What follows belongs to an exercise in optimizing a design on an open flow for small area, a short achievable clock period and few clock cycles per item; a production flow would make more cautious choices. The RTL was checked by simulation tests, not by an equivalence proof against the original design. No activity file was given, so power comes from the tool's default toggle rates.

$ cat flow/run.sh
#!/bin/bash
# synth_recipe.tcl (not shown) runs the flow's synth.tcl, then flattens the netlist and writes it again
# the make line also repeats each setting of config.mk as NAME=value (left out here)
make -C /OpenROAD-flow-scripts/flow DESIGN_CONFIG=/design/flow/config.mk WORK_HOME=/design/flow/orfs CLKGATE_MAP_FILE= SYNTH_SCRIPT=/design/flow/synth_recipe.tcl finish
$ cat flow/config.mk
export PLATFORM = sky130hd
export DESIGN_NAME = wb_slave_memory
export DESIGN_NICKNAME = wb_slave_memory
export VERILOG_FILES = /design/flow/design.v
export SDC_FILE = /design/flow/constraint.sdc
export NUM_CORES = 4
export LEC_CHECK = 0
export CAP_MARGIN = 20
export CORE_MARGIN = 2
export CORE_UTILIZATION = 40
export SLEW_MARGIN = 20
$ cat flow/constraint.sdc
create_clock -name core_clock -period 4.0 [get_ports {clk_i}]
set_input_delay 0.8000 -clock core_clock [delete_from_list [all_inputs] [get_ports {clk_i}]]
set_output_delay 0.8000 -clock core_clock [all_outputs]
set_load 0.01 [all_outputs]
$ cat flow/design.v
`default_nettype none
module wb_slave_memory #(
    parameter ADDR_WIDTH = 4,
    parameter DATA_WIDTH = 32,
    parameter GRANULE = 8,
    parameter REGISTER_NUM = 16,
    localparam SEL_WIDTH = DATA_WIDTH / GRANULE
) (
    input wire rst_i,
    input wire clk_i,
    input wire [ADDR_WIDTH-1:0] adr_i,
    input wire [DATA_WIDTH-1:0] dat_i,
    output reg [DATA_WIDTH-1:0] dat_o,
    input wire [SEL_WIDTH-1:0] sel_i,
    input wire we_i,
    input wire stb_i,
    output wire ack_o,
    output wire err_o,
    output wire stall_o,
    input wire cyc_i
);
    localparam [1:0] STATE_IDLE = 2'd0;
    localparam [1:0] STATE_PROCESS = 2'd1;
    reg [DATA_WIDTH-1:0] register_value [0:REGISTER_NUM-1];
    reg [ADDR_WIDTH-1:0] r_adr_i;
    reg [DATA_WIDTH-1:0] r_dat_i;
    reg [SEL_WIDTH-1:0] r_sel_i;
    reg r_we_i;
    reg ack;
    reg err;
    reg stall;
    reg [1:0] state;
    integer i;
    always @(posedge clk_i) begin
        if (rst_i) begin
            state <= STATE_IDLE;
            ack <= 1'h0;
            err <= 1'h0;
            stall <= 1'h0;
            for (i = 0; i < REGISTER_NUM; i = i + 1) begin
                register_value[i] <= {DATA_WIDTH{1'h0}};
            end
        end
        else begin
            case (state)
                STATE_IDLE: begin
                    ack <= 1'h0;
                    err <= 1'h0;
                    if (stb_i) begin
                        state <= STATE_PROCESS;
                        r_sel_i <= sel_i;
                        r_adr_i <= adr_i;
                        r_we_i <= we_i;
                        stall <= 1'h1;
                        if (we_i) begin
                            r_dat_i <= dat_i;
                        end
                    end
                end
                STATE_PROCESS: begin
                    if (r_adr_i >= REGISTER_NUM) begin
                        err <= 1'h1;
                        ack <= 1'h0;
                    end
                    else begin
                        for (i = 0; i < SEL_WIDTH; i = i + 1) begin
                            if (r_sel_i[i]) begin
                                if (r_we_i) begin
                                    register_value[r_adr_i][i*GRANULE+:GRANULE] <= r_dat_i[i*GRANULE+:GRANULE];
                                end
                                else begin
                                    dat_o[i*GRANULE+:GRANULE] <= register_value[r_adr_i][i*GRANULE+:GRANULE];
                                end
                            end
                        end
                        ack <= 1'h1;
                        err <= 1'h0;
                    end
                    stall <= 1'h0;
                    state <= STATE_IDLE;
                end
                default: begin
                    state <= STATE_IDLE;
                end
            endcase
        end
    end
    assign ack_o = ack;
    assign err_o = err;
    assign stall_o = stall;
endmodule
==> summary.txt <==
outcome timing/DRC/antenna clean; Req. time, crit path 4.24 ns; Most used DFF post-synth edfxtp_1; min cycle time layout 2.965 ns; sw frac 0.2147; Post-CTS Hold Buffers 0; YS warnings 1; fmax 337.2 MHz; fillers about 5400; Multi-input gate area 6452 sq um; CTS resizes 0; Reg power frac 0.532; Post-Layout Cell Count 2551; unrepaired setup endpoints after global routing false; later-pin clock latency in the skew report slightly above 0.6 ns; GR Util All Layers 0.1975; TNS Setup 0 ns; Tot Pwr 0.01338 W; mux share of post-synthesis cell area 0.1181; crit path DAT 3.21 ns; share of the cycle needed by the critical path after routing 0.7413; P&R area growth vs syn 15.26%; MaxCap Viol Count 0; IO buf count 77; top-count cell post-synth edfxtp_1; P per Cell Area 468.2 nW/um^2; Die Width ~250 um; count of different cell masters after synthesis 28; Synth Instances approximately 1600; Slew HR 0.3468; clk_skew ~0.018 ns; max-slew violations 0; CP startpoint kind flop; vias in the first global route 14620; register area share after synthesis 0.7142; xor and xnor fraction of the mapped netlist area 0; hold slack 0.5090 ns; Yosys reg bits 592; net count after synthesis 1668; Initial Utilization 0.4032; Crit-path slowest cell o21bai_1; Synth Area in Compound Gates 0.03755; leakage 9.387 nW; simple-gate share of the synthesized area 0.1041; fraction of final layout cells with drive strength greater than 1 0.1823; crit path buf inv count 0; Clock Power Share 0.405; internal power 0.01051 W; routed wire length about 62 mm; endpoints failing hold 0; post-route ant nets 0; worst setup path class flop to flop; Avg Vias per Cell 5.508; register area 17710 sq um; Overflow after GRT 0; Slew @ Worst Pin approximately 1 ns; Max FO, Critical Path 11; Worst path max stage delay 1.03 ns; Yosys top cell by area edfxtp_1; Tightest Hold Check Type flop to flop; Netlist Area Pre-Place 24790 sq um; diode count 0; # H-tree levels 2; core area 61480 sq um; hpwl dp 38.45 mm; Psw approximately 0.0029 W; die area between 60000 and 70000 sq um; largest net degree at the start of global routing 50; CTS sink count 592; EDFF count, synth about 590; DR iter-0 viols 1275; Nets 1756; DP Area 26680 sq um; peak supply drop 0.3133 mV; first-pass GRT wire length 91.69 mm; Post-Synth Adder-Cell Area 0; Clock Tree Buf Depth 3; antenna violations before repair 0; WL/cell 24.44 um; Cell Chain, Critical Path nor2b_1 -> nand3_1 -> o21bai_1; Via Count ~14000; TritonCTS clock tree built; Routability Congestion a little under 0.8; placed insts 2438; I/O pins 80; Setup Viol. Count Final 0; syn_area_per_cell 15.27 sq um; Combinational Power Share 0.063; post-route cell area 28570 sq um; synth cell count leaders edfxtp_1, nor2_1, mux4_2, clkbuf_1, nand2_1; Post-synth ARST share 0; Die Y between 200 and 300 um; DRT Pass-1 Iters 5; largest delay contributor family on the critical path compound AO/OA/AOI/OAI gates; CTS clk-pin slew, worst paths about 0.06 ns; largest family of logic cells by synthesized area multiplexers; synth top area cells edfxtp_1, mux4_2, nor2_1; root buffer cell clkbuf_16; post-synth top area share 0.7086; Row Count 91; Setup Fix Bufs, Post-CTS 0; Num CTS Buffers a little over 60; Setup crit end kind flop; DRC viols 0
-- registers in the layout, indices dropped and copies added (netlist names), named ones only --
register and count:
ack 1, dat_o 32, r_adr_i 4, r_dat_i 32, r_sel_i 4, r_we_i 1
register_value 512, stall 1, state 1
-- layout by cell type, fill, tap and decap left out --
master	count
edfxtp_1	585
nor2_1	484
mux4_2	128
buf_4	88
clkdlybuf4s50_1	76
nand2_1	71
a22oi_1	64
clkbuf_16	63
o21bai_1	60
and2_1	37
clkinv_1	18
clkbuf_1	15
clkinv_2	11
nand3_1	7
nor2b_1	6
dfxtp_1	5
buf_12	5
mux2_2	4
or2_2	4
and4b_1	4
bufinv_16	4
nor2_2	3
nand4b_1	3
nor2b_2	2
dfxtp_4	2
inv_6	2
nor3b_2	1
or4b_4	1
nor2_4	1
nand4bb_1	1
nand4_1	1
and2_2	1
nor3_1	1
nor3b_1	1
conb_1	1
buf_2	1
-- worst paths after layout --
check / slack [ns] / from / cells past startpoint / end
worst max-delay path: 1.03 / r_adr_i[0] / 3 / register_value[7][31]
worst min-delay path: 0.51 / stall / 2 / stall
worst max register to register: 1.03 / r_adr_i[0] / 3 / register_value[7][31]
worst min register to register: 0.51 / stall / 2 / stall
-- worst register-to-register path, cell delays in order, from the launching register on --
cell      delay [ns]
edfxtp_1        0.59
nor2b_1         0.28
nand3_1         0.68
o21bai_1        1.03
-- layout make-up --
type	count	share of cell area
clock buffers	78	0.05714
clock inverters	35	0.009108
multi-input cells	886	0.2258
flip-flops and latches	592	0.6199
well taps	790	0.03459
repair buffers	170	0.05342
-- cell families (layout without fill, tap and decap cells) --
logic type             after synthesis  after routing
flip-flops                         592            592
multiplexers                       132            132
buffers and inverters              145            283
AO/OA/AOI/OAI                      124            124
other                                1              1
AND/OR/NAND/NOR                    629            629
-- per-layer routing --
layer  wire length [um]  share of wire  track usage  vias up
met5                  0              0            0        -
met4               1988          0.032      0.07253        0
met3               3605          0.058      0.03197      116
met2              31180           0.50       0.3318      463
met1              25590           0.41       0.2598     7293
li1                   -              -            -     6179
-- per-stage QoR --
step	util	setup WS [ns]
global placement	0.4340	1.074
finish	0.4648	1.035
CTS	0.4648	1.084
detailed placement	0.4340	0.9861
floorplan	-	1.103
global route	0.4648	0.8800
-- power by group through the flow --
stage	registers [W]	clock network, W	logic (W)
floorplan	0.00718	0	0.000538
CTS	0.00711	0.00552	0.000855
finish	0.00711	0.00542	0.000843
detailed placement	0.00724	0	0.000852
global placement	0.00723	0	0.000845
global route	0.00713	0.00574	0.000893
Testbench counts, summed over its fixed seeds: cycles 32,008, items 16,000.

re-timing with driven ports:
The flow's constraints put no driver on any port. The routed layout listed below was extracted and timed again, unchanged, in two steps.
Step 1, drivers: a clkbuf_16 drives clk_i and a buf_2 each remaining input, both assumed.
Step 2 times the ports against the registers' clock, not the clock port: input delays grow and output delays shrink by t, the midpoint of the rising clock arrivals with the driver on.
Three values: ideal, step 1, step 2; two values: the first two.
shift t [ns]: 0.671
slack for setup (ns): 1.035 / 1.035 / 0.896
worst hold slack (ns): 0.509 / 0.509 / 0.509
clock arrival spread, ns: 0.023 / 0.023
worst register clock-pin slew, ns: 0.06 / 0.06
After both steps this run still meets setup and hold. For this run, drivers alone change the setup slack by 0.000 ns; drivers and shift together by -0.139 ns.
